What follows belongs to an exercise in optimizing a design on an open flow for small area; a production flow would make more cautious choices. Function was not checked in any run shown here: the RTL went through the layout flow alone. In every run shown here, the design's own scripts or RTL, not TritonCTS, make the clock network. The clock input has no modelled driver; a real chip could not lean on it and would need a root buffer or a full tree.

File: flow/config.mk
export PLATFORM = sky130hd
export DESIGN_NAME = Lab1Top
export DESIGN_NICKNAME = Lab1Top
export VERILOG_FILES = /design/flow/design.v
export SDC_FILE = /design/flow/constraint.sdc
export NUM_CORES = 4
export LEC_CHECK = 0
export CAP_MARGIN = 20
export CORE_MARGIN = 2
export CORE_UTILIZATION = 40
export SETUP_SLACK_MARGIN = -1.0
export SLEW_MARGIN = 20
File: flow/flow/run.sh
#!/bin/bash
# The standard ORFS layout (standard.sh) with these changes to how the
# layout is made:
# - synthesis runs the standard synthesis script, but Yosys's abc step uses
#   the area-oriented ABC script flow/area.abc, and half and full adders are left to
#   abc (the ha and fa cells are added to DONT_USE_CELLS);
# - port buffers are buf_1 cells;
# - the clock tree is one level of clock buffers, one per group of nearby
#   registers
#   (flow/pre_cts.tcl, run before the CTS step, which it then skips);
# - constant outputs share the synthesized tie cells.
# make's output goes to make_flow.log here; each step's log is in orfs/logs/.
set -euo pipefail
W=$PWD
sed "s#@ABC@#$W/flow/area.abc#; s#@FLOW_SYNTH@#$W/synth_recipe.tcl#" flow/synth.tcl.in > my_synth.tcl
sed "s#SYNTH_SCRIPT=[^ ]*#SYNTH_SCRIPT=$W/my_synth.tcl#" standard.sh > my_standard.sh
grep -q "SYNTH_SCRIPT=$W/my_synth.tcl" my_standard.sh
PLATFORM_DONT_USE=$(make -s -C "$FLOW_HOME" DESIGN_CONFIG="$W/config.mk" print-DONT_USE_CELLS | sed -n 's/^DONT_USE_CELLS: *//p')
echo "$PLATFORM_DONT_USE" | grep -q probe_p_8
export BUFFER_PORTS_ARGS="-buffer_cell sky130_fd_sc_hd__buf_1"
export PRE_CTS_TCL=$W/flow/pre_cts.tcl
export CLOCK_BUFFER_CELL=${CLOCK_BUFFER_CELL:-sky130_fd_sc_hd__clkbuf_8}
export CLOCK_CLUSTERS=${CLOCK_CLUSTERS:-2}
export SKIP_REPAIR_TIE_FANOUT=1
bash my_standard.sh "DONT_USE_CELLS=$PLATFORM_DONT_USE sky130_fd_sc_hd__ha_1 sky130_fd_sc_hd__ha_2 sky130_fd_sc_hd__ha_4 sky130_fd_sc_hd__fa_1 sky130_fd_sc_hd__fa_2 sky130_fd_sc_hd__fa_4" finish > make_flow.log 2>&1
File: flow/standard.sh
#!/bin/bash
# synth_recipe.tcl (not shown) runs the flow's synth.tcl, then flattens the netlist and writes it again
# the make line also repeats each setting of config.mk as NAME=value (left out here)
make -C /OpenROAD-flow-scripts/flow DESIGN_CONFIG=/design/flow/config.mk WORK_HOME=/design/flow/orfs CLKGATE_MAP_FILE= SYNTH_SCRIPT=/design/flow/synth_recipe.tcl "${@:-finish}"
File: flow/design.v
module Lab1Top(clk, sw, ledr, ledg, seg7_out);
  input         clk;
  input  [17:0] sw;
  output [17:0] ledr;
  output [8:0]  ledg;
  output [39:0] seg7_out;
  reg [14:0] s1, s2;
  always @(posedge clk) begin
    s1 <= {sw[17:6], sw[2:0]};
    s2 <= s1;
  end
  wire [5:0] a = s2[14:9];
  wire [5:0] b = s2[8:3];
  wire show = s2[2];
  wire [1:0] op = s2[1:0];
  wire n1 = b[0] ^ 1'b0;
  wire n2 = (b[1] & ~b[0] & ~1'b0) | (~b[1] & b[0] & 1'b0);
  wire n3 = ((n1 & a[0]) | (n2 & 1'b0)) ^ b[1];
  wire n4 = ((n1 & a[1]) | (n2 & a[0])) ^ b[1];
  wire n5 = ((n1 & a[2]) | (n2 & a[1])) ^ b[1];
  wire n6 = ((n1 & a[3]) | (n2 & a[2])) ^ b[1];
  wire n7 = ((n1 & a[4]) | (n2 & a[3])) ^ b[1];
  wire n8 = ((n1 & a[5]) | (n2 & a[4])) ^ b[1];
  wire n9 = ((n1 & a[5]) | (n2 & a[5])) ^ b[1];
  wire n10 = ~n9;
  wire n11 = b[2] ^ b[1];
  wire n12 = (b[3] & ~b[2] & ~b[1]) | (~b[3] & b[2] & b[1]);
  wire n13 = ((n11 & a[0]) | (n12 & 1'b0)) ^ b[3];
  wire n14 = ((n11 & a[1]) | (n12 & a[0])) ^ b[3];
  wire n15 = ((n11 & a[2]) | (n12 & a[1])) ^ b[3];
  wire n16 = ((n11 & a[3]) | (n12 & a[2])) ^ b[3];
  wire n17 = ((n11 & a[4]) | (n12 & a[3])) ^ b[3];
  wire n18 = ((n11 & a[5]) | (n12 & a[4])) ^ b[3];
  wire n19 = ((n11 & a[5]) | (n12 & a[5])) ^ b[3];
  wire n20 = ~n19;
  wire n21 = b[4] ^ b[3];
  wire n22 = (b[5] & ~b[4] & ~b[3]) | (~b[5] & b[4] & b[3]);
  wire n23 = ((n21 & a[0]) | (n22 & 1'b0)) ^ b[5];
  wire n24 = ((n21 & a[1]) | (n22 & a[0])) ^ b[5];
  wire n25 = ((n21 & a[2]) | (n22 & a[1])) ^ b[5];
  wire n26 = ((n21 & a[3]) | (n22 & a[2])) ^ b[5];
  wire n27 = ((n21 & a[4]) | (n22 & a[3])) ^ b[5];
  wire n28 = ((n21 & a[5]) | (n22 & a[4])) ^ b[5];
  wire n29 = ((n21 & a[5]) | (n22 & a[5])) ^ b[5];
  wire n30 = ~n29;
  wire n31 = n3 ^ b[1];
  wire n32 = n3 & b[1];
  wire n33 = n4 ^ n32;
  wire n34 = n4 & n32;
  wire n35 = n5 ^ n13 ^ b[3];
  wire n36 = (n5 & n13) | (n5 & b[3]) | (n13 & b[3]);
  wire n37 = n34 ^ n35;
  wire n38 = n34 & n35;
  wire n39 = n6 ^ n14 ^ n36;
  wire n40 = (n6 & n14) | (n6 & n36) | (n14 & n36);
  wire n41 = n38 ^ n39;
  wire n42 = n38 & n39;
  wire n43 = n7 ^ n15 ^ n23;
  wire n44 = (n7 & n15) | (n7 & n23) | (n15 & n23);
  wire n45 = b[5] ^ n40 ^ n42;
  wire n46 = (b[5] & n40) | (b[5] & n42) | (n40 & n42);
  wire n47 = n43 ^ n45;
  wire n48 = n43 & n45;
  wire n49 = n8 ^ n16 ^ n24;
  wire n50 = (n8 & n16) | (n8 & n24) | (n16 & n24);
  wire n51 = n44 ^ n46 ^ n48;
  wire n52 = (n44 & n46) | (n44 & n48) | (n46 & n48);
  wire n53 = n49 ^ n51;
  wire n54 = n49 & n51;
  wire n55 = ~(n10 ^ n17);
  wire n56 = n10 | n17;
  wire n57 = n25 ^ n50 ^ n52;
  wire n58 = (n25 & n50) | (n25 & n52) | (n50 & n52);
  wire n59 = n54 ^ n55 ^ n57;
  wire n60 = (n54 & n55) | (n54 & n57) | (n55 & n57);
  wire n61 = ~(n18 ^ n26);
  wire n62 = n18 | n26;
  wire n63 = n56 ^ n58 ^ n60;
  wire n64 = (n56 & n58) | (n56 & n60) | (n58 & n60);
  wire n65 = n61 ^ n63;
  wire n66 = n61 & n63;
  wire n67 = n20 ^ n27 ^ n62;
  wire n68 = (n20 & n27) | (n20 & n62) | (n27 & n62);
  wire n69 = n64 ^ n66 ^ n67;
  wire n70 = (n64 & n66) | (n64 & n67) | (n66 & n67);
  wire n71 = ~(n28 ^ n68);
  wire n72 = n28 | n68;
  wire n73 = n70 ^ n71;
  wire n74 = n70 & n71;
  wire n75 = n30 ^ n72 ^ n74;
  wire n76 = (n30 & n72) | (n30 & n74) | (n72 & n74);
  wire n77 = ~n76;
  wire [11:0] p = {n77, n75, n73, n69, n65, n59, n53, n47, n41, n37, n33, n31};
  wire dv = ~a[5] & ~b[5] & (|b[4:0]);
  wire n79 = a[0] & dv;
  wire n80 = a[1] & dv;
  wire n81 = a[2] & dv;
  wire n82 = a[3] & dv;
  wire n83 = a[4] & dv;
  wire n84 = b[0] | ~dv;
  wire n85 = ~n84;
  wire n86 = ~(n83 ^ n85);
  wire n87 = n83 | n85;
  wire n88 = n87 & ~(b[1] | b[2] | b[3] | b[4]);
  wire n89 = n88 ? n86 : n83;
  wire n90 = ~n84;
  wire n91 = ~(n82 ^ n90);
  wire n92 = n82 | n90;
  wire n93 = ~b[1];
  wire n94 = n89 ^ n93 ^ n92;
  wire n95 = (n89 & n93) | (n89 & n92) | (n93 & n92);
  wire n96 = n95 & ~(b[2] | b[3] | b[4]);
  wire n97 = n96 ? n91 : n82;
  wire n98 = n96 ? n94 : n89;
  wire n99 = ~n84;
  wire n100 = ~(n81 ^ n99);
  wire n101 = n81 | n99;
  wire n102 = ~b[1];
  wire n103 = n97 ^ n102 ^ n101;
  wire n104 = (n97 & n102) | (n97 & n101) | (n102 & n101);
  wire n105 = ~b[2];
  wire n106 = n98 ^ n105 ^ n104;
  wire n107 = (n98 & n105) | (n98 & n104) | (n105 & n104);
  wire n108 = n107 & ~(b[3] | b[4]);
  wire n109 = n108 ? n100 : n81;
  wire n110 = n108 ? n103 : n97;
  wire n111 = n108 ? n106 : n98;
  wire n112 = ~n84;
  wire n113 = ~(n80 ^ n112);
  wire n114 = n80 | n112;
  wire n115 = ~b[1];
  wire n116 = n109 ^ n115 ^ n114;
  wire n117 = (n109 & n115) | (n109 & n114) | (n115 & n114);
  wire n118 = ~b[2];
  wire n119 = n110 ^ n118 ^ n117;
  wire n120 = (n110 & n118) | (n110 & n117) | (n118 & n117);
  wire n121 = ~b[3];
  wire n122 = n111 ^ n121 ^ n120;
  wire n123 = (n111 & n121) | (n111 & n120) | (n121 & n120);
  wire n124 = n123 & ~(b[4]);
  wire n125 = n124 ? n113 : n80;
  wire n126 = n124 ? n116 : n109;
  wire n127 = n124 ? n119 : n110;
  wire n128 = n124 ? n122 : n111;
  wire n129 = op[1] ? n79 : a[0];
  wire n130 = op[1] ? n125 : a[1];
  wire n131 = op[1] ? n126 : a[2];
  wire n132 = op[1] ? n127 : a[3];
  wire n133 = op[1] ? n128 : a[4];
  wire n134 = op[1] ? (~b[0] & dv) : (b[0] ^ op[0]);
  wire n135 = b[1] ^ op[0];
  wire n136 = b[2] ^ op[0];
  wire n137 = b[3] ^ op[0];
  wire n138 = b[4] ^ op[0];
  wire n139 = b[5] ^ op[0];
  wire n140 = n129 ^ n134 ^ op[0];
  wire n141 = (n129 & n134) | (n129 & op[0]) | (n134 & op[0]);
  wire n142 = n130 ^ n135 ^ n141;
  wire n143 = (n130 & n135) | (n130 & n141) | (n135 & n141);
  wire n144 = n131 ^ n136 ^ n143;
  wire n145 = (n131 & n136) | (n131 & n143) | (n136 & n143);
  wire n146 = n132 ^ n137 ^ n145;
  wire n147 = (n132 & n137) | (n132 & n145) | (n137 & n145);
  wire n148 = n133 ^ n138 ^ n147;
  wire n149 = (n133 & n138) | (n133 & n147) | (n138 & n147);
  wire n150 = a[5] ^ n139 ^ n149;
  wire n151 = n149 ? n140 : n79;
  wire n152 = n149 ? n142 : n125;
  wire n153 = n149 ? n144 : n126;
  wire n154 = n149 ? n146 : n127;
  wire n155 = n149 ? n148 : n128;
  wire [4:0] q = {n88, n96, n108, n124, n149};
  wire [4:0] r = {n155, n154, n153, n152, n151};
  wire [5:0] s = {n150, n148, n146, n144, n142, n140};
  wire bs = b[5] ^ (op[0] & (|b[4:0]));
  wire ovf = ~op[1] & ~(a[5] ^ bs) & (s[5] ^ a[5]);
  wire [11:0] c = op[1] ? (op[0] ? {1'b0, r, 1'b0, q} : p) : {6'd0, s};
  wire [10:0] v = op[1] ? c[10:0] : {{5{s[5]}}, s};
  wire neg = op[1] ? (~op[0] & p[11]) : s[5];
  reg [10:0] m;
  reg nz;
  integer i;
  always @(*) begin
    nz = 1'b0;
    for (i = 0; i < 11; i = i + 1) begin
      m[i] = v[i] ^ (neg & nz);
      nz = nz | v[i];
    end
  end
  wire [11:0] ledr_q = show ? c : {a, b};
  wire ovf_q = ovf;
  wire neg_q = neg;
  wire [10:0] m_q = m;
  function [3:0] dd;
    input [3:0] d;
    reg c;
    begin
      c = d[3] | (d[2] & d[1]) | (d[2] & d[0]);
      dd[3] = c;
      dd[0] = d[0] ^ c;
      dd[1] = c ? ((d[1] & d[0]) | (d[3] & ~d[0])) : d[1];
      dd[2] = (~c & d[2]) | (d[3] & d[0]);
    end
  endfunction
  reg [3:0] du, dt, dh, cu, ct, ch;
  reg th;
  integer k;
  always @(*) begin
    du = 4'd0; dt = 4'd0; dh = 4'd0; th = 1'b0;
    for (k = 10; k >= 0; k = k - 1) begin
      cu = dd(du);
      ct = dd(dt);
      ch = dd(dh);
      du = {cu[2:0], m_q[k]};
      dt = {ct[2:0], cu[3]};
      dh = {ch[2:0], ct[3]};
      th = th | ch[3];
    end
  end
  function [6:0] seg;
    input [3:0] x;
    begin
      seg[0] = x[3] | x[1] | (x[2] ~^ x[0]);
      seg[1] = ~x[2] | (x[1] ~^ x[0]);
      seg[2] = x[2] | ~x[1] | x[0];
      seg[3] = x[3] | (~x[2] & ~x[0]) | (x[1] & ~x[0]) | (~x[2] & x[1]) | (x[2] & ~x[1] & x[0]);
      seg[4] = ~x[0] & (~x[2] | x[1]);
      seg[5] = x[3] | x[2] | (~x[1] & ~x[0]);
      seg[6] = x[3] | (x[2] ^ x[1]) | (x[1] & ~x[0]);
    end
  endfunction
  assign ledr = {ledr_q, 6'd0};
  assign ledg = {ovf_q, 8'd0};
  assign seg7_out = ~{1'b0, neg_q, 6'd0,
                      1'b0, seg({3'd0, th}),
                      1'b0, seg(dh),
                      1'b0, seg(dt),
                      1'b0, seg(du)};
endmodule
File: flow/flow/area.abc
strash
dc2
&get -n
&deepsyn -T 30
&put
dch -f
amap
topo
File: flow/flow/pre_cts.tcl
# Clock tree: the registers are split into CLOCK_CLUSTERS groups by position
# (k-means); one clock buffer (CLOCK_BUFFER_CELL), placed at the centre of its
# group, drives each group, and the clock port drives only these buffers.
# The standard CTS command is then skipped.
set block [ord::get_db_block]
set k $::env(CLOCK_CLUSTERS)
set regs {}
foreach inst [$block getInsts] {
  if { [string match "*dfxtp*" [[$inst getMaster] getName]] } {
    set box [$inst getBBox]
    lappend regs [list $inst [expr { ([$box xMin] + [$box xMax]) / 2.0 }] \
      [expr { ([$box yMin] + [$box yMax]) / 2.0 }]]
  }
}
# k-means, started from registers spread along the sorted x order
set sorted [lsort -real -index 1 $regs]
set n [llength $sorted]
set centres {}
for { set i 0 } { $i < $k } { incr i } {
  set r [lindex $sorted [expr { int(($i + 0.5) * $n / $k) }]]
  lappend centres [list [lindex $r 1] [lindex $r 2]]
}
for { set iter 0 } { $iter < 50 } { incr iter } {
  set groups [lrepeat $k {}]
  foreach r $regs {
    set best 0
    set bd 1e30
    for { set i 0 } { $i < $k } { incr i } {
      lassign [lindex $centres $i] cx cy
      set d [expr { abs([lindex $r 1] - $cx) + abs([lindex $r 2] - $cy) }]
      if { $d < $bd } { set bd $d; set best $i }
    }
    lset groups $best [concat [lindex $groups $best] [list $r]]
  }
  set new {}
  for { set i 0 } { $i < $k } { incr i } {
    set g [lindex $groups $i]
    if { [llength $g] == 0 } { lappend new [lindex $centres $i]; continue }
    set sx 0.0
    set sy 0.0
    foreach r $g { set sx [expr { $sx + [lindex $r 1] }]; set sy [expr { $sy + [lindex $r 2] }] }
    lappend new [list [expr { $sx / [llength $g] }] [expr { $sy / [llength $g] }]]
  }
  set centres $new
}
set dbu [$block getDefUnits]
set clk [$block findNet clk]
for { set i 0 } { $i < $k } { incr i } {
  set g [lindex $groups $i]
  if { [llength $g] == 0 } { continue }
  set pins {}
  foreach r $g { lappend pins [get_pins -of_objects [get_cells [[lindex $r 0] getName]] -filter "name == CLK"] }
  lassign [lindex $centres $i] cx cy
  puts "Clock buffer $i for [llength $g] registers at ([expr { $cx / $dbu }], [expr { $cy / $dbu }])"
  insert_buffer -buffer_cell $::env(CLOCK_BUFFER_CELL) -net clk -load_pins $pins \
    -buffer_name clkbuf_regs_$i -net_name clk_regs_$i \
    -location [list [expr { $cx / $dbu }] [expr { $cy / $dbu }]]
}
foreach inst [$block getInsts] {
  if { [string match "clkbuf_regs_*" [$inst getName]] } {
    foreach it [$inst getITerms] {
      if { [$it getNet] != "NULL" && [[$it getNet] getName] ni {VPWR VGND} } {
        [$it getNet] setSigType CLOCK
      }
    }
  }
}
proc clock_tree_synthesis { args } {
  puts "clock_tree_synthesis skipped: the clock buffers are already in place"
}
File: flow/flow/synth.tcl.in
# The standard synthesis (synth_recipe.tcl), with Yosys's abc step given the
# area-oriented script @ABC@ in place of the one ORFS picks.
proc abc {args} {
  set i [lsearch -exact $args -script]
  if { $i >= 0 } { lset args [expr { $i + 1 }] @ABC@ }
  yosys abc {*}$args
}
source @FLOW_SYNTH@
File: flow/constraint.sdc
create_clock -name core_clock -period 18.0 [get_ports {clk}]
set_input_delay 3.6000 -clock core_clock [delete_from_list [all_inputs] [get_ports {clk}]]
set_output_delay 3.6000 -clock core_clock [all_outputs]
set_load 0.01 [all_outputs]
==> results of run 1 <==
## metal layers
metal	GRT usage (%)	part of all wire (%)	up-vias
li1	-	-	2150
met1	34.44	49	1770
met2	34.88	42	164
met3	1.124	8.3	11
met4	2.415	1.0	0
met5	0	0	-
## critical path, delay by kind of cell (launching register included)
kind | cells | cell delay (ns)
AO/OA/AOI/OAI | 40 | 6.23
buffers and inverters | 13 | 1.65
flip-flops | 1 | 0.32
AND/OR/NAND/NOR | 45 | 5.13
## cell families after synthesis
family                 count (synthesis)  synth area share [%]
buffers and inverters                 97                 15.12
other                                  2                0.2326
flip-flops                            30                 18.60
AO/OA/AOI/OAI                        211                 37.75
AND/OR/NAND/NOR                      224                 28.30
## flip-flops by register name (all words and copies together), names as in the netlist
signal / count
s2: 15
s1: 15
## what timing repair did
action                                  in CTS  in global routing
setup buffers                                0                  2
endpoints found under the setup margin       0                 21
resized for setup                            0                 46
## placed cells by master, fill, tap and decap left out, drive strengths merged, types with 5 or more instances in the layout
cell type,netlist,layout
dfxtp,30,30
clkinv,64,61
o32ai,5,5
o22ai,37,37
a21oi,61,61
nor2b,6,6
or2,7,7
buf,33,131
nor3,8,8
nor2,127,127
a31oi,8,8
nand2,62,62
o21ai,72,72
## worst max-delay path by stage
stage                   endpoint  slack, ns  cells after the start
global route         seg7_out[6]      -1.08                    105
detailed placement  seg7_out[14]      -0.06                     98
CTS                 seg7_out[14]      -0.19                     98
finish              seg7_out[14]       0.87                     98
global placement    seg7_out[14]       0.23                     98
floorplan            seg7_out[6]      -0.27                    100
## per-stage QoR
stage / TNS [ns] / instances / hold WS [ns] / area, sq um
final: 0 / 766 / 0.3193 / 4015
after global routing: -12.64 / 766 / 0.3245 / 4015
after CTS: -0.6403 / 764 / 0.3121 / 3901
after detailed placement: -0.08180 / 762 / 0.3121 / 3874
after global placement: 0 / 762 / 0.3103 / 3874
after floorplan: -0.5724 / 564 / 0.3096 / 3228
## cell type report, clock buffers not listed
cell class | instances | share of cell area [%]
repair buffers | 131 | 19.45
well taps | 102 | 3.179
flip-flops and latches | 30 | 14.99
multi-input cells | 437 | 55.72
inverters | 64 | 5.983
==> results.cfg, run 1 <==
[route]
avgViaCountPerCell = 5.346
wl_microns = 9974
wire_per_inst_microns = 13.02
antenna_left = 0
drcViolationCount = 0
dr.pass1.iters = 5
via_count = 4095
drt_iter0_drc = 296

[synth]
async_flop_share_pct = 0
synthMostInstantiatedCell = nor2_1
netlist.area_leader.share_pct = 18.60
seq_area_frac_synth_pct = 18.60
synth_flop_cell = dfxtp_1
yosysUniqueCellTypes = 32
synth.cell_area_sq_mm = 0.003228
netlist_instances = 564
synth_nets = 583
synthTopCellsByCount = nor2_1, o21ai_0, clkinv_1
syn_area_per_cell_sq_um = 5.724
yosys_warnings = 1
ys_seq_elements = 30
synth_edf_count = 0
synth_area_leaders = dfxtp_1, nor2_1, o21ai_0, a21oi_1, buf_4
synth_largest_area_cell = dfxtp_1

[grt]
grt_pass1_vias = 3505
antenna_found_initial = 0
grt_pass1_wl_microns = 16330
track_usage_pct = 22.24
grt_max_degree = 17
grt-ovfl-total = 0

[clocking]
clk_latency_ns = 0.15
holdBufCountCts = 0
cts.clk_slew.worst_paths_ns = 0.09

[worst_hold_path]
hp-class = reg2reg
worstHoldPathCells = 0
hold_start = s1[5]$_DFF_P_
hold_end = s2[5]$_DFF_P_

[critical_path]
crit_path_top_delay_cell = dfxtp_1
arrival_ns = 13.53
critPathLaunch = s2[4]$_DFF_P_
rr_startpoint = s1[8]$_DFF_P_
max_stage_delay_ns = 0.32
critPathLaunchType = register
crit_fanout = 12
worst-r2r-cell-count = 0
end_kind = primary output
required_ns = 14.40
rr_endpoint = s2[8]$_DFF_P_
cp_common_cell = nor2_1
r2r_slack_ns = 17.60
worst-setup-path-type = reg2out

[timing]
slew_violations = 0
setup_viol = 0
timing.final.crit_share_pct = 95.14
worstMarginPinSlew_ns = 0.7302
slew-limit-headroom_pct = 50.06
fin_crit_ns = 17.13
skew_ns = 0.007057
fmax_ghz = 0.05839
setup_ws_ns = 0.8739
hold_viol = 0

[die]
start_util_pct = 41.56
io_pins = 86
die_h_microns = 93.84
core_sq_mm = 0.007767
die_area_sq_mm = 0.008805
num_rows = 32
die_w_microns = 93.84

[place]
gp_congestion = 0.9289
numPortBuffers = 54
preCtsSetupSlack_ns = -0.05684
hpwl_microns = 8034

[finish]
regArea_sq_um = 601.8
drive_above_1_share_pct = 15.81
multi_input_area_sq_mm = 0.002237
n_fill_cell = 840
area_growth_pct = 24.38
final_core_util_pct = 51.69
fin_nets = 685
antenna_cells = 0

[job]
maxCapViolCount = 0

[outcome]
status = finished clean
==> run 2: changes to the inputs <==
--- a/flow/design.v
+++ b/flow/design.v
@@ -47,47 +47,47 @@
   wire n32 = n3 & b[1];
-  wire n33 = n4 ^ n32;
-  wire n34 = n4 & n32;
-  wire n35 = n5 ^ n13 ^ b[3];
-  wire n36 = (n5 & n13) | (n5 & b[3]) | (n13 & b[3]);
-  wire n37 = n34 ^ n35;
-  wire n38 = n34 & n35;
-  wire n39 = n6 ^ n14 ^ n36;
-  wire n40 = (n6 & n14) | (n6 & n36) | (n14 & n36);
-  wire n41 = n38 ^ n39;
-  wire n42 = n38 & n39;
-  wire n43 = n7 ^ n15 ^ n23;
-  wire n44 = (n7 & n15) | (n7 & n23) | (n15 & n23);
-  wire n45 = b[5] ^ n40 ^ n42;
-  wire n46 = (b[5] & n40) | (b[5] & n42) | (n40 & n42);
-  wire n47 = n43 ^ n45;
-  wire n48 = n43 & n45;
-  wire n49 = n8 ^ n16 ^ n24;
-  wire n50 = (n8 & n16) | (n8 & n24) | (n16 & n24);
-  wire n51 = n44 ^ n46 ^ n48;
-  wire n52 = (n44 & n46) | (n44 & n48) | (n46 & n48);
-  wire n53 = n49 ^ n51;
-  wire n54 = n49 & n51;
-  wire n55 = ~(n10 ^ n17);
-  wire n56 = n10 | n17;
-  wire n57 = n25 ^ n50 ^ n52;
-  wire n58 = (n25 & n50) | (n25 & n52) | (n50 & n52);
-  wire n59 = n54 ^ n55 ^ n57;
-  wire n60 = (n54 & n55) | (n54 & n57) | (n55 & n57);
-  wire n61 = ~(n18 ^ n26);
-  wire n62 = n18 | n26;
-  wire n63 = n56 ^ n58 ^ n60;
-  wire n64 = (n56 & n58) | (n56 & n60) | (n58 & n60);
-  wire n65 = n61 ^ n63;
-  wire n66 = n61 & n63;
-  wire n67 = n20 ^ n27 ^ n62;
-  wire n68 = (n20 & n27) | (n20 & n62) | (n27 & n62);
-  wire n69 = n64 ^ n66 ^ n67;
-  wire n70 = (n64 & n66) | (n64 & n67) | (n66 & n67);
-  wire n71 = ~(n28 ^ n68);
-  wire n72 = n28 | n68;
-  wire n73 = n70 ^ n71;
-  wire n74 = n70 & n71;
-  wire n75 = n30 ^ n72 ^ n74;
-  wire n76 = (n30 & n72) | (n30 & n74) | (n72 & n74);
-  wire n77 = ~n76;
+  wire n33 = n32 ^ n4;
+  wire n34 = n32 & n4;
+  wire n35 = n34 ^ n13 ^ n5;
+  wire n36 = (n34 & n13) | (n34 & n5) | (n13 & n5);
+  wire n37 = n35 ^ b[3];
+  wire n38 = n35 & b[3];
+  wire n39 = n38 ^ n36 ^ n14;
+  wire n40 = (n38 & n36) | (n38 & n14) | (n36 & n14);
+  wire n41 = n39 ^ n6;
+  wire n42 = n39 & n6;
+  wire n43 = n42 ^ n40 ^ n23;
+  wire n44 = (n42 & n40) | (n42 & n23) | (n40 & n23);
+  wire n45 = n43 ^ n15 ^ n7;
+  wire n46 = (n43 & n15) | (n43 & n7) | (n15 & n7);
+  wire n47 = n45 ^ b[5];
+  wire n48 = n45 & b[5];
+  wire n49 = n48 ^ n46 ^ n44;
+  wire n50 = (n48 & n46) | (n48 & n44) | (n46 & n44);
+  wire n51 = n49 ^ n24 ^ n16;
+  wire n52 = (n49 & n24) | (n49 & n16) | (n24 & n16);
+  wire n53 = n51 ^ n8;
+  wire n54 = n51 & n8;
+  wire n55 = n54 ^ n52 ^ n50;
+  wire n56 = (n54 & n52) | (n54 & n50) | (n52 & n50);
+  wire n57 = n55 ^ n25 ^ n17;
+  wire n58 = (n55 & n25) | (n55 & n17) | (n25 & n17);
+  wire n59 = ~(n57 ^ n10);
+  wire n60 = n57 | n10;
+  wire n61 = n60 ^ n58 ^ n56;
+  wire n62 = (n60 & n58) | (n60 & n56) | (n58 & n56);
+  wire n63 = n61 ^ n26 ^ n18;
+  wire n64 = (n61 & n26) | (n61 & n18) | (n26 & n18);
+  wire n65 = n63 ^ 1;
+  wire n66 = n63 & 1;
+  wire n67 = n66 ^ n64 ^ n62;
+  wire n68 = (n66 & n64) | (n66 & n62) | (n64 & n62);
+  wire n69 = n67 ^ n27 ^ n20;
+  wire n70 = (n67 & n27) | (n67 & n20) | (n27 & n20);
+  wire n71 = n70 ^ n68 ^ n28;
+  wire n72 = (n70 & n68) | (n70 & n28) | (n68 & n28);
+  wire n73 = n71 ^ 1;
+  wire n74 = n71 & 1;
+  wire n75 = n74 ^ n72 ^ n30;
+  wire n76 = (n74 & n72) | (n74 & n30) | (n72 & n30);
+  wire n77 = n76 ^ 1;
   wire [11:0] p = {n77, n75, n73, n69, n65, n59, n53, n47, n41, n37, n33, n31};
==> results.cfg, run 2 <==
[die]
num_rows = 32
io_pins = 86
start_util_pct = 41.60
die_h_microns = 94.11
core_sq_mm = 0.007807
die_w_microns = 94.11
die_area_sq_mm = 0.008857

[synth]
ys_seq_elements = 30
synth_largest_area_cell = dfxtp_1
netlist.area_leader.share_pct = 18.49
seq_area_frac_synth_pct = 18.49
async_flop_share_pct = 0
synth_edf_count = 0
synth.cell_area_sq_mm = 0.003248
synth_area_leaders = dfxtp_1, nor2_1, o21ai_0, a21oi_1, o22ai_1
synthTopCellsByCount = nor2_1, o21ai_0, a21oi_1
yosysUniqueCellTypes = 30
yosys_warnings = 1
synth_flop_cell = dfxtp_1
netlist_instances = 567
syn_area_per_cell_sq_um = 5.729
synth_nets = 586
synthMostInstantiatedCell = nor2_1

[grt]
antenna_found_initial = 0
grt_pass1_vias = 3530
grt_pass1_wl_microns = 15730
track_usage_pct = 21.22
grt-ovfl-total = 0
grt_max_degree = 20

[timing]
finalSetupTns_ns = 0
hold_viol = 0
holdWs_ns = 0.2992
slew_violations = 0
skew_ns = 0.02743
setup_viol = 0
slew-limit-headroom_pct = 43.20
fin_crit_ns = 17.23
timing.final.crit_share_pct = 95.69
fmax_ghz = 0.05805
worstMarginPinSlew_ns = 0.8454

[critical_path]
required_ns = 14.40
end_kind = primary output
worst-r2r-cell-count = 0
critPathLaunchType = register
crit_path_top_delay_cell = or3_1
worst-setup-path-type = reg2out
cp_common_cell = nor2_1
r2r_slack_ns = 17.59
crit_fanout = 6
arrival_ns = 13.63
max_stage_delay_ns = 0.40
rr_endpoint = s2[14]$_DFF_P_
rr_startpoint = s1[14]$_DFF_P_

[outcome]
status = finished clean

[place]
place_area_sq_mm = 0.003729
numPortBuffers = 54
gp_congestion = 0.9561
hpwl_microns = 7789
dp.cells = 743

[job]
maxCapViolCount = 0

[finish]
reg_top3 = s1: 15 flops, s2: 15 flops
instances_no_fill = 749
area_growth_pct = 20.92
layout_common_cells = nor2_1, nand2_1, buf_4, clkinv_1, buf_1
fin_nets = 668
drive_above_1_share_pct = 14.37
n_fill_cell = 857
antenna_cells = 0
final_cell_area_sq_mm = 0.003928
final_common_cell = nor2_1

[route]
avgViaCountPerCell = 5.455
wire_per_inst_microns = 13.00
antenna_left = 0
via_count = 4086
drt_iter0_drc = 244
drcViolationCount = 0
dr.pass1.iters = 5
wl_microns = 9734

[worst_hold_path]
hold_end = s2[7]$_DFF_P_
hold_start = s1[7]$_DFF_P_
hp-class = reg2reg
worstHoldPathCells = 0

[clocking]
clk_latency_ns = 0.16
cts.clk_slew.worst_paths_ns = 0.10
## run 2: cell types whose count changed after synthesis, moves of 3 or more
cell      previous run  this run
nor2_1             127       135
clkinv_1            64        58
nand2_1             62        57
nor3_1               8        13
o21a_1               3         7
o22ai_1             37        41
o211ai_1             4         1
o21ai_0             72        69
o22a_1               3         6
or2_0                7        10
or3_1                0         3
## run 2: kinds of logic after synthesis
group,Yosys count,share of synthesized area [%]
flip-flops,30,18.49
AO/OA/AOI/OAI,211,37.48
buffers and inverters,91,14.33
AND/OR/NAND/NOR,233,29.47
other,2,0.2312
## run 2: per-stage QoR
stage / worst slack [ns] / utilization, %
final: 0.7749 / 50.30
after global routing: -1.067 / 50.30
after CTS: -0.2668 / 48.11
after detailed placement: -0.1253 / 47.76
after global placement: 0.3900 / 47.76
after floorplan: -0.4133 / -
## run 2: worst max path at each step
stage	startpoint	end	cells after the start
finish	s2[7]$_DFF_P_	seg7_out[0]	86
detailed placement	s2[4]$_DFF_P_	seg7_out[0]	97
global placement	s2[4]$_DFF_P_	seg7_out[1]	99
floorplan	s2[4]$_DFF_P_	seg7_out[14]	93
global route	s2[4]$_DFF_P_	seg7_out[1]	102
CTS	s2[4]$_DFF_P_	seg7_out[0]	97
## run 2: final cells by class, clock buffers not listed
type / count / area (sq um) / share of cell area (%)
repair buffers: 111 / 630.6 / 16.06
well taps: 102 / 127.6 / 3.249
inverters: 58 / 217.7 / 5.543
flip-flops and latches: 30 / 606.8 / 15.45
multi-input cells: 446 / 2317 / 59.00
## run 2: timing repair
action | in CTS | in global routing
hold buffers | 0 | 0
setup buffers | 0 | 5
gates resized for setup | 0 | 60
endpoints found under the hold margin | 0 | 0
setup endpoints to repair | 0 | 21
## run 2: layer usage
layer / GRT usage [%] / up-vias / wire length, microns
li1: - / 2123 / -
met1: 30.59 / 1813 / 4556
met2: 35.71 / 134 / 4457
met3: 0.9631 / 16 / 578
met4: 3.019 / 0 / 141
met5: 0 / - / 0
## run 2: worst max-delay path, delay by kind of cell (launching register included)
kind | cells | cell delay [ns]
AOI/OAI and AO/OA | 34 | 6.20
buffers and inverters | 13 | 1.83
DFF | 1 | 0.38
and+or+nand+nor | 39 | 5.05
==> run 3: changes to the inputs <==
--- a/flow/design.v
+++ b/flow/design.v
@@ -15,79 +15,79 @@
   wire [1:0] op = s2[1:0];
-  wire n1 = b[0] ^ 1'b0;
-  wire n2 = (b[1] & ~b[0] & ~1'b0) | (~b[1] & b[0] & 1'b0);
-  wire n3 = ((n1 & a[0]) | (n2 & 1'b0)) ^ b[1];
-  wire n4 = ((n1 & a[1]) | (n2 & a[0])) ^ b[1];
-  wire n5 = ((n1 & a[2]) | (n2 & a[1])) ^ b[1];
-  wire n6 = ((n1 & a[3]) | (n2 & a[2])) ^ b[1];
-  wire n7 = ((n1 & a[4]) | (n2 & a[3])) ^ b[1];
-  wire n8 = ((n1 & a[5]) | (n2 & a[4])) ^ b[1];
-  wire n9 = ((n1 & a[5]) | (n2 & a[5])) ^ b[1];
+  wire n1 = a[0] ^ 1'b0;
+  wire n2 = (a[1] & ~a[0] & ~1'b0) | (~a[1] & a[0] & 1'b0);
+  wire n3 = ((n1 & b[0]) | (n2 & 1'b0)) ^ a[1];
+  wire n4 = ((n1 & b[1]) | (n2 & b[0])) ^ a[1];
+  wire n5 = ((n1 & b[2]) | (n2 & b[1])) ^ a[1];
+  wire n6 = ((n1 & b[3]) | (n2 & b[2])) ^ a[1];
+  wire n7 = ((n1 & b[4]) | (n2 & b[3])) ^ a[1];
+  wire n8 = ((n1 & b[5]) | (n2 & b[4])) ^ a[1];
+  wire n9 = ((n1 & b[5]) | (n2 & b[5])) ^ a[1];
   wire n10 = ~n9;
-  wire n11 = b[2] ^ b[1];
-  wire n12 = (b[3] & ~b[2] & ~b[1]) | (~b[3] & b[2] & b[1]);
-  wire n13 = ((n11 & a[0]) | (n12 & 1'b0)) ^ b[3];
-  wire n14 = ((n11 & a[1]) | (n12 & a[0])) ^ b[3];
-  wire n15 = ((n11 & a[2]) | (n12 & a[1])) ^ b[3];
-  wire n16 = ((n11 & a[3]) | (n12 & a[2])) ^ b[3];
-  wire n17 = ((n11 & a[4]) | (n12 & a[3])) ^ b[3];
-  wire n18 = ((n11 & a[5]) | (n12 & a[4])) ^ b[3];
-  wire n19 = ((n11 & a[5]) | (n12 & a[5])) ^ b[3];
+  wire n11 = a[2] ^ a[1];
+  wire n12 = (a[3] & ~a[2] & ~a[1]) | (~a[3] & a[2] & a[1]);
+  wire n13 = ((n11 & b[0]) | (n12 & 1'b0)) ^ a[3];
+  wire n14 = ((n11 & b[1]) | (n12 & b[0])) ^ a[3];
+  wire n15 = ((n11 & b[2]) | (n12 & b[1])) ^ a[3];
+  wire n16 = ((n11 & b[3]) | (n12 & b[2])) ^ a[3];
+  wire n17 = ((n11 & b[4]) | (n12 & b[3])) ^ a[3];
+  wire n18 = ((n11 & b[5]) | (n12 & b[4])) ^ a[3];
+  wire n19 = ((n11 & b[5]) | (n12 & b[5])) ^ a[3];
   wire n20 = ~n19;
-  wire n21 = b[4] ^ b[3];
-  wire n22 = (b[5] & ~b[4] & ~b[3]) | (~b[5] & b[4] & b[3]);
-  wire n23 = ((n21 & a[0]) | (n22 & 1'b0)) ^ b[5];
-  wire n24 = ((n21 & a[1]) | (n22 & a[0])) ^ b[5];
-  wire n25 = ((n21 & a[2]) | (n22 & a[1])) ^ b[5];
-  wire n26 = ((n21 & a[3]) | (n22 & a[2])) ^ b[5];
-  wire n27 = ((n21 & a[4]) | (n22 & a[3])) ^ b[5];
-  wire n28 = ((n21 & a[5]) | (n22 & a[4])) ^ b[5];
-  wire n29 = ((n21 & a[5]) | (n22 & a[5])) ^ b[5];
+  wire n21 = a[4] ^ a[3];
+  wire n22 = (a[5] & ~a[4] & ~a[3]) | (~a[5] & a[4] & a[3]);
+  wire n23 = ((n21 & b[0]) | (n22 & 1'b0)) ^ a[5];
+  wire n24 = ((n21 & b[1]) | (n22 & b[0])) ^ a[5];
+  wire n25 = ((n21 & b[2]) | (n22 & b[1])) ^ a[5];
+  wire n26 = ((n21 & b[3]) | (n22 & b[2])) ^ a[5];
+  wire n27 = ((n21 & b[4]) | (n22 & b[3])) ^ a[5];
+  wire n28 = ((n21 & b[5]) | (n22 & b[4])) ^ a[5];
+  wire n29 = ((n21 & b[5]) | (n22 & b[5])) ^ a[5];
   wire n30 = ~n29;
-  wire n31 = n3 ^ b[1];
-  wire n32 = n3 & b[1];
-  wire n33 = n32 ^ n4;
-  wire n34 = n32 & n4;
-  wire n35 = n34 ^ n13 ^ n5;
-  wire n36 = (n34 & n13) | (n34 & n5) | (n13 & n5);
-  wire n37 = n35 ^ b[3];
-  wire n38 = n35 & b[3];
-  wire n39 = n38 ^ n36 ^ n14;
-  wire n40 = (n38 & n36) | (n38 & n14) | (n36 & n14);
-  wire n41 = n39 ^ n6;
-  wire n42 = n39 & n6;
-  wire n43 = n42 ^ n40 ^ n23;
-  wire n44 = (n42 & n40) | (n42 & n23) | (n40 & n23);
-  wire n45 = n43 ^ n15 ^ n7;
-  wire n46 = (n43 & n15) | (n43 & n7) | (n15 & n7);
-  wire n47 = n45 ^ b[5];
-  wire n48 = n45 & b[5];
-  wire n49 = n48 ^ n46 ^ n44;
-  wire n50 = (n48 & n46) | (n48 & n44) | (n46 & n44);
-  wire n51 = n49 ^ n24 ^ n16;
-  wire n52 = (n49 & n24) | (n49 & n16) | (n24 & n16);
-  wire n53 = n51 ^ n8;
-  wire n54 = n51 & n8;
-  wire n55 = n54 ^ n52 ^ n50;
-  wire n56 = (n54 & n52) | (n54 & n50) | (n52 & n50);
-  wire n57 = n55 ^ n25 ^ n17;
-  wire n58 = (n55 & n25) | (n55 & n17) | (n25 & n17);
-  wire n59 = ~(n57 ^ n10);
-  wire n60 = n57 | n10;
-  wire n61 = n60 ^ n58 ^ n56;
-  wire n62 = (n60 & n58) | (n60 & n56) | (n58 & n56);
-  wire n63 = n61 ^ n26 ^ n18;
-  wire n64 = (n61 & n26) | (n61 & n18) | (n26 & n18);
-  wire n65 = n63 ^ 1;
-  wire n66 = n63 & 1;
-  wire n67 = n66 ^ n64 ^ n62;
-  wire n68 = (n66 & n64) | (n66 & n62) | (n64 & n62);
-  wire n69 = n67 ^ n27 ^ n20;
-  wire n70 = (n67 & n27) | (n67 & n20) | (n27 & n20);
-  wire n71 = n70 ^ n68 ^ n28;
-  wire n72 = (n70 & n68) | (n70 & n28) | (n68 & n28);
-  wire n73 = n71 ^ 1;
-  wire n74 = n71 & 1;
-  wire n75 = n74 ^ n72 ^ n30;
-  wire n76 = (n74 & n72) | (n74 & n30) | (n72 & n30);
-  wire n77 = n76 ^ 1;
+  wire n31 = a[1] ^ n3;
+  wire n32 = a[1] & n3;
+  wire n33 = n4 ^ n32;
+  wire n34 = n4 & n32;
+  wire n35 = a[3] ^ n5 ^ n13;
+  wire n36 = (a[3] & n5) | (a[3] & n13) | (n5 & n13);
+  wire n37 = n35 ^ n34;
+  wire n38 = n35 & n34;
+  wire n39 = n6 ^ n14 ^ n36;
+  wire n40 = (n6 & n14) | (n6 & n36) | (n14 & n36);
+  wire n41 = n39 ^ n38;
+  wire n42 = n39 & n38;
+  wire n43 = a[5] ^ n7 ^ n15;
+  wire n44 = (a[5] & n7) | (a[5] & n15) | (n7 & n15);
+  wire n45 = n23 ^ n43 ^ n40;
+  wire n46 = (n23 & n43) | (n23 & n40) | (n43 & n40);
+  wire n47 = n45 ^ n42;
+  wire n48 = n45 & n42;
+  wire n49 = n8 ^ n16 ^ n24;
+  wire n50 = (n8 & n16) | (n8 & n24) | (n16 & n24);
+  wire n51 = n44 ^ n49 ^ n46;
+  wire n52 = (n44 & n49) | (n44 & n46) | (n49 & n46);
+  wire n53 = n51 ^ n48;
+  wire n54 = n51 & n48;
+  wire n55 = ~(n10 ^ n17);
+  wire n56 = n10 | n17;
+  wire n57 = n25 ^ n50 ^ n55;
+  wire n58 = (n25 & n50) | (n25 & n55) | (n50 & n55);
+  wire n59 = n57 ^ n52 ^ n54;
+  wire n60 = (n57 & n52) | (n57 & n54) | (n52 & n54);
+  wire n61 = ~(n18 ^ n26);
+  wire n62 = n18 | n26;
+  wire n63 = n56 ^ n61 ^ n58;
+  wire n64 = (n56 & n61) | (n56 & n58) | (n61 & n58);
+  wire n65 = n63 ^ n60;
+  wire n66 = n63 & n60;
+  wire n67 = n20 ^ n27 ^ n62;
+  wire n68 = (n20 & n27) | (n20 & n62) | (n27 & n62);
+  wire n69 = n67 ^ n64 ^ n66;
+  wire n70 = (n67 & n64) | (n67 & n66) | (n64 & n66);
+  wire n71 = ~(n28 ^ n68);
+  wire n72 = n28 | n68;
+  wire n73 = n71 ^ n70;
+  wire n74 = n71 & n70;
+  wire n75 = n30 ^ n72 ^ n74;
+  wire n76 = (n30 & n72) | (n30 & n74) | (n72 & n74);
+  wire n77 = ~n76;
   wire [11:0] p = {n77, n75, n73, n69, n65, n59, n53, n47, n41, n37, n33, n31};
==> results.cfg, run 3 <==
[finish]
layout_common_cells = nor2_1, buf_4, o21ai_0, a21oi_1, nand2_1
final_cell_area_sq_mm = 0.004070
antenna_cells = 0
regArea_sq_um = 604.3
drive_above_1_share_pct = 15.04
final_common_cell = nor2_1
multi_input_area_sq_mm = 0.002188
fin_nets = 706
instances_no_fill = 787
n_fill_cell = 844
area_growth_pct = 25.70
reg_top3 = s1: 15 flops, s2: 15 flops
final_core_util_pct = 52.40

[critical_path]
crit_fanout = 6
critPathTopFamily = compound AO/OA/AOI/OAI gates
crit_path_top_delay_cell = dfxtp_1
max_stage_delay_ns = 0.47
path_buf_inv = 11
worst-setup-path-type = reg2out
required_ns = 14.40
worst-r2r-cell-count = 0
end_kind = primary output
arrival_ns = 13.67
cp_common_cell = nor2_1
crit_cells = 94
critPathLaunchType = register

[synth]
netlist_instances = 569
synthTopCellsByCount = nor2_1, o21ai_0, a21oi_1
synth_nets = 588
async_flop_share_pct = 0
synth_largest_area_cell = dfxtp_1
synth.cell_area_sq_mm = 0.003238
syn_area_per_cell_sq_um = 5.691
yosysUniqueCellTypes = 34
synth_area_leaders = dfxtp_1, nor2_1, o21ai_0, a21oi_1, buf_4
synthMostInstantiatedCell = nor2_1
netlist.area_leader.share_pct = 18.55
ys_seq_elements = 30
yosys_warnings = 1
synth_edf_count = 0
synth_flop_cell = dfxtp_1
seq_area_frac_synth_pct = 18.55

[route]
via_count = 4114
avgViaCountPerCell = 5.227
drcViolationCount = 0
wl_microns = 9971
antenna_left = 0
dr.pass1.iters = 5
wire_per_inst_microns = 12.67
drt_iter0_drc = 268

[clocking]
cts.clk_slew.worst_paths_ns = 0.10
clk_latency_ns = 0.15
postCtsSetupRepairBufs = 0

[timing]
skew_ns = 0.01550
slew-limit-headroom_pct = 61.27
fmax_ghz = 0.05789
timing.final.crit_share_pct = 95.97
fin_crit_ns = 17.27
worstMarginPinSlew_ns = 0.5791
slew_violations = 0
hold_viol = 0
setup_viol = 0
holdWs_ns = 0.3197

[place]
gp_congestion = 0.9883
numPortBuffers = 54
dp.cells = 785
place_area_sq_mm = 0.004019
hpwl_microns = 8079

[die]
start_util_pct = 41.69
core_sq_mm = 0.007767
num_rows = 32
die_h_microns = 93.98
die_w_microns = 93.98
die_area_sq_mm = 0.008831
io_pins = 86

[worst_hold_path]
worstHoldPathCells = 0
hp-class = reg2reg

[outcome]
status = finished clean

[grt]
antenna_found_initial = 0
grt_pass1_wl_microns = 16070
grt_max_degree = 18
grt_pass1_vias = 3466
grt-ovfl-total = 0
track_usage_pct = 21.81

[job]
maxCapViolCount = 0
## run 3: path summary, 6_finish.rpt
| check | end | slack, ns | from |
|---|---|---|---|
| max | seg7_out[14] | 0.73 | s2[7]$_DFF_P_ |
| min | s2[4]$_DFF_P_ | 0.32 | s1[4]$_DFF_P_ |
| max reg2reg | s2[1]$_DFF_P_ | 17.60 | s1[1]$_DFF_P_ |
| min reg2reg | s2[4]$_DFF_P_ | 0.32 | s1[4]$_DFF_P_ |
## run 3: cells by family (layout without fill, tap and decap cells)
logic type	Yosys count	count (layout)	share of synthesized area [%]
other cells	2	2	0.2319
compound gates	217	217	38.21
simple gates	228	228	28.52
buf+inv	92	208	14.49
flops	30	30	18.55
## run 3: repair_timing
item / CTS / global route
gates resized for setup: 0 / 18
hold buffers: 0 / 0
setup endpoints to repair: 0 / 21
endpoints found under the hold margin: 0 / 0
## run 3: layout make-up, clock buffers not listed
cell class,instances,share of cell area [%]
sequential,30,14.85
inverter,59,5.441
tap,102,3.136
timing repair buffer,147,22.13
multi-input combinational,447,53.77
## run 3: metal layers
layer  track usage, %  share of wire, %
met3           0.7223               5.8
met2            36.73                45
met4            3.623               1.4
met1            31.44                47
met5                0                 0
## run 3: metrics by stage
| step | setup WS [ns] | setup TNS [ns] |
|---|---|---|
| 2_1_floorplan | 0.2495 | 0 |
| 3_3_place_gp | 0.5936 | 0 |
| 3_5_place_dp | 0.3420 | 0 |
| 4_1_cts | 0.2295 | 0 |
| 5_1_grt | -0.9523 | -10.58 |
| 6_report | 0.7258 | 0 |

-- port drivers added, routing unchanged --
Ports are ideal in the flow. The routed layouts listed here were re-timed in OpenROAD.
Step 1 (the two cells are an assumption about what drives the block):
set clk [get_ports {clk}]
set_driving_cell -lib_cell sky130_fd_sc_hd__clkbuf_16 $clk
set_driving_cell -lib_cell sky130_fd_sc_hd__buf_2 [delete_from_list [all_inputs] $clk]
Step 2 adds t to the input delays and takes it off the output delays; t is the mean of the earliest and latest rising clock arrival at the registers after step 1. Input paths then give back, and output paths get back, about the clock's delay inside the block.
a / b / c = no drivers / after step 1 / after step 2; a / b = the first two.
| run | shift t [ns] | slack for setup (ns) | pins driven straight from the clock port |
|---|---|---|---|
| run 1 | 0.173 | 0.874 / 0.843 / 1.016 | 2 |
| run 2 | 0.176 | 0.775 / 0.744 / 0.920 | 2 |
| run 3 | 0.182 | 0.726 / 0.689 / 0.871 | 2 |
After both steps every run listed still meets setup and hold.
